Context: an optimization exercise on an open-source flow, tuned for small area. The choices shown serve that exercise and are no tape-out recipe. Only simulation tests tie the RTL to the original design; equivalence was not proved. No activity file was given, so power comes from the tool's default toggle rates.

==> flow/design.v, too long to show whole: its modules and the start of the top module <==
// module blk_mem_gen_0: 944 lines
// module Nco_Single_Gen: 64 lines
// module nco_add48: 51 lines
module Nco_Single_Gen(
    input wire clk,
    input wire rst_n,
    input wire ref_pps_pedge,
    input wire [15:0] init_phase,
    input wire DDS_enable,
    input wire DDS_CH_enable,
    input wire signed [7:0] DDS_scale,
    input wire [63:0] D_i,
    output wire [31:0] DDS_IQ_o
    );
  // ...
==> flow/flow/run.sh <==
#!/bin/bash
# Standard layout, with changes to synthesis (technology mapping) and port buffers:
#  - the design is mapped with ABC script flow/area.abc (area-oriented amap)
#    instead of ORFS's abc_area.script;
#  - the carry-lookahead adder module nco_add48 (no registers) is kept apart
#    until mapping and mapped with flow/add.abc (amap without choice
#    computation), so that its lookahead structure survives; the design is
#    flattened afterwards as in the standard synthesis.
#  - Yosys's full/half-adder extraction (extract_fa with ADDER_MAP_FILE) is
#    skipped, so ABC maps all the logic.
# Port buffers are sky130_fd_sc_hd__buf_1 (buffer_ports -buffer_cell) rather than
# the tool's default choice; repair may still resize them.
# Registers, flattening, renaming and floorplan-to-finish are the standard flow.
set -euo pipefail
W=$(pwd)
sed -e 's#^source $::env(SCRIPTS_DIR)/synth_preamble.tcl#&\nset abc_args_add [lreplace $abc_args 1 1 $::env(MY_ABC_ADD)]\nset abc_args [lreplace $abc_args 1 1 $::env(MY_ABC)]#' \
    -e 's#^hierarchy -check -top $::env(DESIGN_NAME)#&\nsetattr -mod -set keep_hierarchy 1 nco_add48#' \
    -e 's#^  log_cmd abc {\*}$abc_args$#  log_cmd abc {*}$abc_args_add nco_add48\n  log_cmd abc {*}$abc_args $::env(DESIGN_NAME)#' \
    "$FLOW_HOME/scripts/synth.tcl" > "$W/orfs_synth.tcl"
test "$(grep -c 'MY_ABC\|nco_add48' "$W/orfs_synth.tcl")" -eq 4
sed "s#source \$::env(SCRIPTS_DIR)/synth.tcl#source $W/orfs_synth.tcl#" synth_recipe.tcl > "$W/my_synth.tcl"
grep -q "orfs_synth.tcl" "$W/my_synth.tcl"
sed -e "s#$W/synth_recipe.tcl#$W/my_synth.tcl#" -e 's#^make -C #make ADDER_MAP_FILE= -C #' standard.sh > "$W/my_standard.sh"
grep -q "my_synth.tcl" "$W/my_standard.sh"
grep -q "^make ADDER_MAP_FILE= -C " "$W/my_standard.sh"
export MY_ABC="$W/flow/area.abc"
export MY_ABC_ADD="$W/flow/add.abc"
export BUFFER_PORTS_ARGS="-buffer_cell sky130_fd_sc_hd__buf_1"
bash "$W/my_standard.sh" > "$W/flow_make.log" 2>&1
==> flow/flow/add.abc <==
strash
amap
topo
stime -c
==> flow/flow/area.abc <==
strash
dch -f
amap
topo
stime -c
==> flow/standard.sh <==
#!/bin/bash
# synth_recipe.tcl (not shown) runs the flow's synth.tcl, then flattens the netlist and writes it again
# the make line also repeats each setting of config.mk as NAME=value (left out here)
make -C /OpenROAD-flow-scripts/flow DESIGN_CONFIG=/design/flow/config.mk WORK_HOME=/design/flow/orfs CLKGATE_MAP_FILE= SYNTH_SCRIPT=/design/flow/synth_recipe.tcl "${@:-finish}"
==> flow/config.mk <==
export PLATFORM = sky130hd
export DESIGN_NAME = Nco_Single_Gen
export DESIGN_NICKNAME = Nco_Single_Gen
export VERILOG_FILES = /design/flow/design.v
export SDC_FILE = /design/flow/constraint.sdc
export NUM_CORES = 4
export LEC_CHECK = 0
export ABC_AREA = 1
export CAP_MARGIN = 10
export CORE_MARGIN = 2
export CORE_UTILIZATION = 65
export CTS_BUF_LIST = sky130_fd_sc_hd__clkbuf_8
export GPL_TIMING_DRIVEN = 1
export PLACE_DENSITY = 0.8
export SETUP_SLACK_MARGIN = 0.1
export SLEW_MARGIN = 10
export SYNTH_MEMORY_MAX_BITS = 32768
==> flow/constraint.sdc <==
create_clock -name core_clock -period 8.0 [get_ports {clk}]
set_input_delay 1.6000 -clock core_clock [delete_from_list [all_inputs] [get_ports {clk}]]
set_output_delay 1.6000 -clock core_clock [all_outputs]
set_load 0.01 [all_outputs]
==> run summary, run 1 <==
- In this run the worst setup path begins at x8[2].
- The main power-consuming group is combinational logic.
- The net count of the finished layout is 1642.
- The post-cts gate resize count is 0.
- The first routing iteration left 1791 violations.
- Among all flip-flop cells after synthesis, the most frequent one is sky130_fd_sc_hd__dfrtp_1.
- sky130_fd_sc_hd__dfrtp_1 takes more of the synthesized area than any other cell.
- The met3 routing resource usage after global routing is 15.0%.
- The maximum achievable frequency is 135 MHz.
- The total sequential power is 659 uW.
- The worst setup path is launched from a flip-flop.
- The clock buffer count from CTS is 9.
- In the layout the commonest cells are sky130_fd_sc_hd__nor2_1 (315), sky130_fd_sc_hd__o21ai_0 (141), sky130_fd_sc_hd__clkinv_1 (136).
- The setup slack of the worst register-to-register path is 2810 ps.
- Summing the areas of all compound-gate instances in the mapped netlist gives 38.8% of the synthesized area.
- The worst register-to-register path has a depth of 21.
- The DRC violations left is 0.
- Counting buffers and inverters, the worst setup path is 28 cells deep.
- Global routing consumed, on the met1 layer, 51.4% of the routing resources.
- Summed over all nets, the half-perimeter wirelength after detailed placement is 22.0 mm.
- TritonCTS built the clock tree.
- The share of flip-flops with an asynchronous set or reset after synthesis is 74.4%.
- The max-capacitance violation count is 0.
- Sequential cells burn 13.7% of the power.
- The flow ran to the end and the layout has no timing, DRC or antenna violations.
- The number of antenna violations at the first check in global routing was 0.
- Wires add up to 31.0 mm.
- The count of flip-flops with a built-in enable after synthesis is 0.
- Across the whole layout, storage elements account for 1950 sq um.
- The commonest cells after synthesis are sky130_fd_sc_hd__nor2_1 (322), sky130_fd_sc_hd__o21ai_0 (141), sky130_fd_sc_hd__clkinv_1 (138).
- The number of signal-net inverters in the final layout is 138.
- The net count after synthesis is 1484.
- The smallest hold slack is 376 ps.
==> run 2, diff against run 1 <==
--- a/flow/config.mk
+++ b/flow/config.mk
@@ -10,8 +10,8 @@
 export CORE_MARGIN = 2
 export CORE_UTILIZATION = 65
 export CTS_BUF_LIST = sky130_fd_sc_hd__clkbuf_8
-export GPL_TIMING_DRIVEN = 1
+export GPL_TIMING_DRIVEN = 0
 export PLACE_DENSITY = 0.8
-export SETUP_SLACK_MARGIN = 0.1
+export SETUP_SLACK_MARGIN = 0.2
 export SLEW_MARGIN = 10
 export SYNTH_MEMORY_MAX_BITS = 32768
==> run summary, run 2 <==
- Result of the run: timing/DRC/antenna clean (unchanged).
- The fraction of power consumed by combinational cells is 77.7% (was 80.6%).
- The DRC violations left is 0 (unchanged).
- The per-cell routed wire length came to 20.9 um (was 17.9 um).
- The library cell with the highest instance count after synthesis is sky130_fd_sc_hd__nor2_1 (unchanged).
- The top layer used by detailed routing is met4 (unchanged).
- The number of antenna violations at the first check in global routing is 1 (was 0).
- The total die area is 14400 sq um (unchanged).
- Top cells by area in the synthesized netlist: sky130_fd_sc_hd__dfrtp_1 (17%), sky130_fd_sc_hd__nor2_1 (14%), sky130_fd_sc_hd__o22ai_1 (8.4%) (unchanged).
- The share of the cycle needed by the critical path after routing is 94.1% (was 92.9%).
- The die height is 120 um (unchanged).
- The register with the highest flop count is B (unchanged).
- The area of placed instances is 9460 sq um (was 9670 sq um).
- The post-layout instance area is 9930 sq um (about the same).
- The synthesized area per cell came to 6.29 sq um (unchanged).
- The number of flip-flops and latches in the synthesized netlist is 82 (unchanged).
- The die span in x came to 120 um (unchanged).
- The antenna diode count is 0 (unchanged).
- The internal power component is 2.00 mW (was 2.05 mW).
- The setup-violating endpoint count in the final report is 0 (unchanged).
- The number of warnings printed during yosys synthesis is 2 (unchanged).
- The switching portion of total power is 59.1% (was 57.3%).
- The switching power is 2.90 mW (was 2.74 mW).
- The met3 wire length is 4.98 mm (was 3.83 mm).
- The post-synthesis cell type with the largest combined area is sky130_fd_sc_hd__dfrtp_1 (unchanged).
- The standard-cell row count is 42 (unchanged).
- The weighted congestion reported at the end of routability-driven placement is 1.17 (was 1.23).
- The endpoint arrival time on the critical path came to 5920 ps (was 5830 ps).
- The total routing resource utilization after global routing came to 47.4% (was 42.9%).
- The clock transition time at the flip-flop clock pins of the worst setup and hold paths is 70 ps (about the same).
- The via count came to 12200 (was 11500).
- The wire length of the first global-routing pass is 54.9 mm (was 49.5 mm).
- The via count of the first global-routing pass is 11000 (was 10300).
- The count of port buffers added during placement is 102 (unchanged).
- The net count after synthesis is 1484 (unchanged).
- The share of flip-flops with an asynchronous set or reset after synthesis is 74.4% (unchanged).
- The worst setup slack before clock tree synthesis is -522 ps (was 734 ps).
- The count of flip-flops with a built-in enable after synthesis is 0 (unchanged).
- The number of instances in the synthesized netlist was 1391 (unchanged).
- The insertion delay to the later sink of the worst-skew pair was 360 ps (about the same).
- The number of failing hold endpoints at the final stage was 0 (unchanged).
- The largest stage delay on the critical path is 700 ps (was 530 ps).
- The count of routing violations after the opening detailed-route iteration is 1890 (was 1791).
- The slack of the critical path is 475 ps (was 569 ps).
- The initial standard-cell utilization of the core is 66.3% (unchanged).
- The worst-margin pin slew came to 1230 ps (was 965 ps).
- Top cells by instance count after synthesis: sky130_fd_sc_hd__nor2_1 (322), sky130_fd_sc_hd__o21ai_0 (141), sky130_fd_sc_hd__clkinv_1 (138) (unchanged).
- The boundary pin count is 125 (unchanged).
- The power per cell area was 493 nW/um^2 (was 483 nW/um^2).
- The clock sink count is 82 (unchanged).
- The area of the mapped netlist is 8750 sq um (unchanged).
- The commonest non-fill, non-tap cell in the layout is sky130_fd_sc_hd__nor2_1 (unchanged).
- The wire length on met1 is 12.1 mm (was 11.5 mm).
- The routed length on met2 was 15.5 mm (was 13.5 mm).
- The area of the core is 13200 sq um (unchanged).
- The cts-stage hold buffer count is 0 (unchanged).
- The pin count of the biggest net entering global routing is 46 (was 62).
- The number of flip-flops under the largest register name is 48 (unchanged).
- The number of nets in the layout is 1608 (was 1642).
- The final count of pins violating max slew is 0 (unchanged).
- The class of the most critical setup path is flip-flop to primary output (unchanged).
- The max-capacitance violation count is 0 (unchanged).
- The clock buffer count from CTS is 9 (unchanged).
- The type of the worst min-delay path is flip-flop to flip-flop (unchanged).
- The maximum clock insertion buffer count is 2 (unchanged).
- The share of the synthesized area in the top cell type is 17.5% (unchanged).
- The detailed-route wire length is 35.4 mm (was 31.0 mm).
- The time the worst path needs with I/O delays and setup is 7520 ps (was 7430 ps).
- The fraction of final layout cells sized beyond drive strength 1 was 5.53% (was 4.70%).
- The sequential share of power is 16.6% (was 13.7%).
- The maximum achievable frequency was 133 MHz (was 135 MHz).
- The clock root buffer is sky130_fd_sc_hd__clkbuf_8 (unchanged).
- The layout-stage area growth over the synthesis result came to 13.5% (about the same).
- The core utilization of the finished layout is 75.3% (about the same).
- The post-detailed-placement half-perimeter wirelength is 23.6 mm (was 22.0 mm).
- The category of the worst setup path launch point is a flip-flop (unchanged).
- The TritonCTS clock tree was built (unchanged).
- The standby leakage power is 3.51 nW (was 3.62 nW).
- The part of the power in the clock network was 5.7% (about the same).
- The post-synthesis cell type count is 47 (unchanged).
- The number of H-tree levels came to 3 (unchanged).
- The proportion of synthesized chip area in sequential cells came to 22.3% (unchanged).
- The residual antenna-violating net count after detailed routing came to 0 (unchanged).
- The maximum fanout encountered on the critical timing path is 10 (was 11).
- The highest-delay cell along the critical path is sky130_fd_sc_hd__nor2_1 (unchanged).
- The first-pass iteration count of the detailed router is 11 (was 15).
- Unrepaired setup endpoints after global routing: false (unchanged).
- The maximum clock skew at final layout is 19.3 ps (was 8.32 ps).
- Most frequent cells in the layout: sky130_fd_sc_hd__nor2_1 (293), sky130_fd_sc_hd__o21ai_0 (139), sky130_fd_sc_hd__clkinv_1 (127) (was sky130_fd_sc_hd__nor2_1 (315), sky130_fd_sc_hd__o21ai_0 (141), sky130_fd_sc_hd__clkinv_1 (136)).
- The most frequent cell on the critical path is sky130_fd_sc_hd__nor2_1 (unchanged).
- The global-route congestion overflow total is 0 (unchanged).
- The relative max-transition margin was 16.9% (was 35.6%).
- The peak supply drop is 0.218 mV (was 0.220 mV).
- The average vias per placed instance is 7.20 (was 6.65).
- The critical path endpoint category is a primary output (unchanged).
- The worst path required time is 6400 ps (about the same).
- Biggest registers after layout: B x48, acc_hi x10, ph1 x10 (unchanged).
- The most common flop cell mapped by yosys is sky130_fd_sc_hd__dfrtp_1 (unchanged).
## run 2: per-layer routing
metal,global-route usage [%],vias to the layer above
met2,75.8,1168
met3,12.1,347
met1,57.5,5369
met4,27.7,0
met5,0,-
li1,-,5333
## run 2: final cells by class
type,count,area (sq um)
clock buffer,11,151
clock inverter,5,23.8
fill,976,3260
inverter,138,553
multi-input combinational,1171,6460
sequential,82,1970
tap,176,220
timing repair buffer,113,544
## run 2: per-module statistics from Yosys, one instance, submodules excluded
module | cell area, sq um | flip-flops and latches | cells | times used
Nco_Single_Gen | 7050 | 82 | 1058 | 1
nco_add48 | 1700 | 0 | 333 | 1
## run 2: power by group through the flow
| stage | combinational (mW) | sequential, mW | clock (mW) |
|---|---|---|---|
| after floorplan | 2.54 | 0.697 | 0 |
| after global placement | 3.32 | 0.777 | 0 |
| after detailed placement | 3.37 | 0.778 | 0 |
| after CTS | 3.42 | 0.786 | 0.272 |
| after global routing | 4.04 | 0.820 | 0.293 |
| final | 3.81 | 0.812 | 0.279 |
## run 2: metrics by stage
step	hold slack, ps	setup TNS, ps	instances	power [mW]
final	374	0	1696	4.90
after global routing	382	0	1696	5.15
after detailed placement	370	-9520	1674	4.14
after global placement	357	-35140	1669	4.10
after floorplan	350	0	1391	3.23
after CTS	375	0	1690	4.48
## run 2: logic make-up after synthesis
family / share of synthesized area, %
buf+inv: 5.92
compound gates: 38.9
xor+xnor: 1.80
simple gates: 31.2
flops: 22.3
## run 2: final timing paths
check / from / endpoint / slack (ps) / cells past startpoint
max: x8[2] / DDS_IQ_o[20] / 480 / 26
min: ph1[0] / x8[0] / 370 / 0
max reg2reg: shock / B[45] / 2060 / 20
min reg2reg: ph1[0] / x8[0] / 370 / 0
max in group asynchronous: rst_n / acc_hi[2] / 6050 / 2
min in group asynchronous: rst_n / en_d1 / 1290 / 1
## run 2: timing repair
item                                    CTS  global route
setup buffers                             0             6
pin swaps                                 0             4
resized for setup                        30            51
endpoints found under the setup margin   32            30
## run 2: worst max-delay path: cells and delay by family (launching register included)
kind	cells	cell delay, ps
AO/OA/AOI/OAI	9	2170
flip-flops	1	420
buffers and inverters	2	480
AND/OR/NAND/NOR	15	2470

-- re-timing with driven ports --
How much do the figures lean on ideal ports? The routed layouts below were timed once more, with nothing changed but the port constraints. Step 1: set_driving_cell puts a clkbuf_16 on clk and a buf_2 on each other input, an assumption about the parent block. Step 2, shift: input delay + t, output delay - t, t = (earliest + latest rising clock arrival at the registers) / 2. This alone moves slack from input paths to output paths. Slacks: ideal ports / drivers / drivers and shift; pairs: ideal ports / drivers.
run	shift t [ns]	slack for setup (ns)	hold WS [ns]	worst setup path after step 2	clock arrival spread, ns
run 1	0.393	0.569 / 0.535 / 0.928	0.376 / 0.376 / 0.376	register to output	0.008 / 0.008
run 2	0.387	0.475 / 0.441 / 0.130	0.374 / 0.374 / 0.374	input to register	0.019 / 0.019
After both steps every run listed still meets setup and hold. The setup slack of run 2, which loses most, moves by -0.034 ns with the drivers and by -0.345 ns with both steps.
